Source: an optimization exercise on an open RTL-to-GDS flow (aim: small area, a short achievable clock period and few clock cycles). Production flows keep margins and buffers that such runs may drop. In this exercise RTL edits were held to simulation tests only and were not proved equivalent to the original. Power figures rest on the tool's default switching activity, not on a simulated workload.

Setup of job 9927:
## AEC
module AEC(clk, rst, ascii_in, ready, valid, result);
input clk;
input rst;
input ready;
input [7:0] ascii_in;
output valid;
output [6:0] result;
reg active;             
reg valid_r;            
reg k_dig, k_pm, k_mul, k_lp, k_rp;    
reg [3:0] xv;           
wire inexpr = ready | active;
wire [7:0] a = ascii_in;
wire is_eq  = a[4] & a[3] & a[2];              
wire is_dig = a[6] | (a[4] & ~(a[3] & a[2]));  
wire is_op  = ~a[6] & ~a[4];                   
wire [2:0] a_inc = a[2:0] + 3'd1;
always @(posedge clk) begin
	if (rst) begin
		active  <= 1'b0;
		valid_r <= 1'b0;
		k_dig   <= 1'b0;
		k_pm    <= 1'b0;
		k_mul   <= 1'b0;
		k_lp    <= 1'b0;
		k_rp    <= 1'b0;
	end else begin
		active  <= inexpr & ~is_eq;
		valid_r <= inexpr & is_eq;
		k_dig   <= inexpr & is_dig;
		k_pm    <= inexpr & is_op & a[0] & (a[1] | a[2]);  
		k_mul   <= inexpr & is_op & ~a[0] & a[1];           
		k_lp    <= inexpr & is_op & ~a[0] & ~a[1];          
		k_rp    <= inexpr & is_op & a[0] & ~a[2] & ~a[1];   
	end
	xv <= a[6] ? {1'b1, a_inc} : (is_op & a[1] & ~a[0]) ? 4'h1 : a[3:0];
end
reg [6:0] A, B, K;
reg [13:0] E0, E1;        
reg [6:0] E2;             
reg [5:0] F;              
reg po;                   
  ...
==> flow/config.mk <==
export PLATFORM = sky130hd
export DESIGN_NAME = AEC
export DESIGN_NICKNAME = AEC
export VERILOG_FILES = /design/flow/design.v
export SDC_FILE = /design/flow/constraint.sdc
export NUM_CORES = 4
export LEC_CHECK = 0
export ABC_AREA = 1
export CAP_MARGIN = 20
export CORE_MARGIN = 2
export CORE_UTILIZATION = 50
export SLEW_MARGIN = 20
==> flow/constraint.sdc <==
create_clock -name core_clock -period 14.0 [get_ports {clk}]
set_input_delay 2.8000 -clock core_clock [delete_from_list [all_inputs] [get_ports {clk}]]
set_output_delay 2.8000 -clock core_clock [all_outputs]
set_load 0.01 [all_outputs]
standard.sh (not shown) runs the stock make flow with config.mk's settings and CLKGATE_MAP_FILE= SYNTH_SCRIPT=/design/flow/synth_recipe.tcl, a recipe that flattens the netlist after the stock synthesis.
==> flow/flow/run.sh <==
#!/bin/bash
# Runs the standard ORFS layout (standard.sh) with the extra make
# settings listed one per line in flow/make_args.
set -euo pipefail
mapfile -t extra < flow/make_args
bash standard.sh "${extra[@]}" finish > standard_flow.log 2>&1
==> flow/flow/make_args <==
SETUP_SLACK_MARGIN=10.6
BUFFER_PORTS_ARGS=-buffer_cell sky130_fd_sc_hd__buf_1
CTS_ARGS=-sink_clustering_enable -repair_clock_nets -dont_use_dummy_load -buf_list sky130_fd_sc_hd__clkbuf_8
Job 9927 completed; timing, DRC and antenna clean
Testbench counts of job 9927, summed over its fixed seeds: cycles 27,544.
> inputs changed (job 9927 -> job 2514)
Settings: ABC_AREA: 1 -> unset.
--- a/flow/flow/make_args
+++ b/flow/flow/make_args
@@ -1,2 +1,2 @@
-SETUP_SLACK_MARGIN=10.6
+SETUP_SLACK_MARGIN=10.3
 BUFFER_PORTS_ARGS=-buffer_cell sky130_fd_sc_hd__buf_1
--- outcome ---
Job 2514 finished all stages; the layout is clean. Route | job 2514 vs job 9927 | wire shorter in job 2514. The design area number comes out lower for job 2514 vs job 9927. On synthesized cell count: between job 9927 and job 2514, it ends up higher for job 9927.
Changes in job 8578 relative to job 2514:
Settings: CORE_UTILIZATION now 65, was 50; ABC_AREA now 1, previously not set.
Notes after the runs:
- Comparing job 8578 against job 2514, there is no change at all in final sum of negative setup slack.
- ~same sequential-cell power consumption in job 2514 and job 8578
- In the metrics for job 2514 and job 8578, the one carrying the higher combined area of all synthesized cells is job 8578.
- [job 8578] worst-case vdd ir drop rose 20% relative to job 2514
- When job 8578 is set beside job 2514, its cell area turns out to be 2.1% larger.
- Pre-CTS worst setup slack in job 8578 is 0.13 ns higher than in job 2514
- Comparing job 2514 and job 8578, the lower met3 wire length is on job 8578.
Inputs modified between job 8578 and job 4069:
Settings: swapping 65 for 50 in CORE_UTILIZATION.
--- a/flow/flow/make_args
+++ b/flow/flow/make_args
@@ -1,2 +1,2 @@
-SETUP_SLACK_MARGIN=10.3
+SETUP_SLACK_MARGIN=10
 BUFFER_PORTS_ARGS=-buffer_cell sky130_fd_sc_hd__buf_1
==> notes.md <==
In summary, job 4069 completed successfully, with a layout that passed the timing, design-rule and antenna checks.
Job 4069 — part of the cycle the worst path needs 2.1 points higher, job 8578 as reference
Lower number of gates resized after cts goes to job 4069 over job 8578.
Global-route usage: job 4069 < job 8578
For clock-pin slew of the registers on the worst-case setup and hold paths, job 4069 and job 8578 come out practically identical.
Job 4069 vs. job 8578: met1 routed wirelength after detailed routing went up by about 2%; non-clock buffer count went down by 5; combinational cell fraction of total power went down by 1.0 points; unique cell type count in the Yosys netlist was more or less identical; worst IR drop on VDD went down by 0.0080 mV.
Diff job 8578 -> job 4069 | worst path arrival time | increase of 0.29 ns
sky130_fd_sc_hd__dfxtp_1 as the cell at the slowest stage of the critical path was reported by job 4069, and sky130_fd_sc_hd__dfxtp_4 by job 8578.

## separate check: timing with driven ports
No port has a modelled driver above. Below, the same layouts with a new extraction and two added sets of constraints. Step 1 (the two cells are an assumption about what drives the block):
set clk [get_ports {clk}]
set_driving_cell -lib_cell sky130_fd_sc_hd__clkbuf_16 $clk
set_driving_cell -lib_cell sky130_fd_sc_hd__buf_2 [delete_from_list [all_inputs] $clk]
Step 2, shift: input delay + t, output delay - t, t = (earliest + latest rising clock arrival at the registers) / 2. This alone moves slack from input paths to output paths. Slacks: no drivers / after step 1 / after step 2; pairs: no drivers / after step 1.
run	t (ns)	setup WS [ns]	clock arrival spread, ns
job 9927	0.371	10.388 / 10.352 / 10.323	0.023 / 0.024
job 2514	0.368	10.334 / 10.302 / 10.014	0.020 / 0.019
job 8578	0.365	10.343 / 10.311 / 10.098	0.021 / 0.020
job 4069	0.367	10.046 / 10.013 / 10.249	0.030 / 0.031
After both steps setup and hold are still met in every run listed. The setup slack of job 2514, which loses most, moves by -0.032 ns with the drivers and by -0.320 ns with both steps.
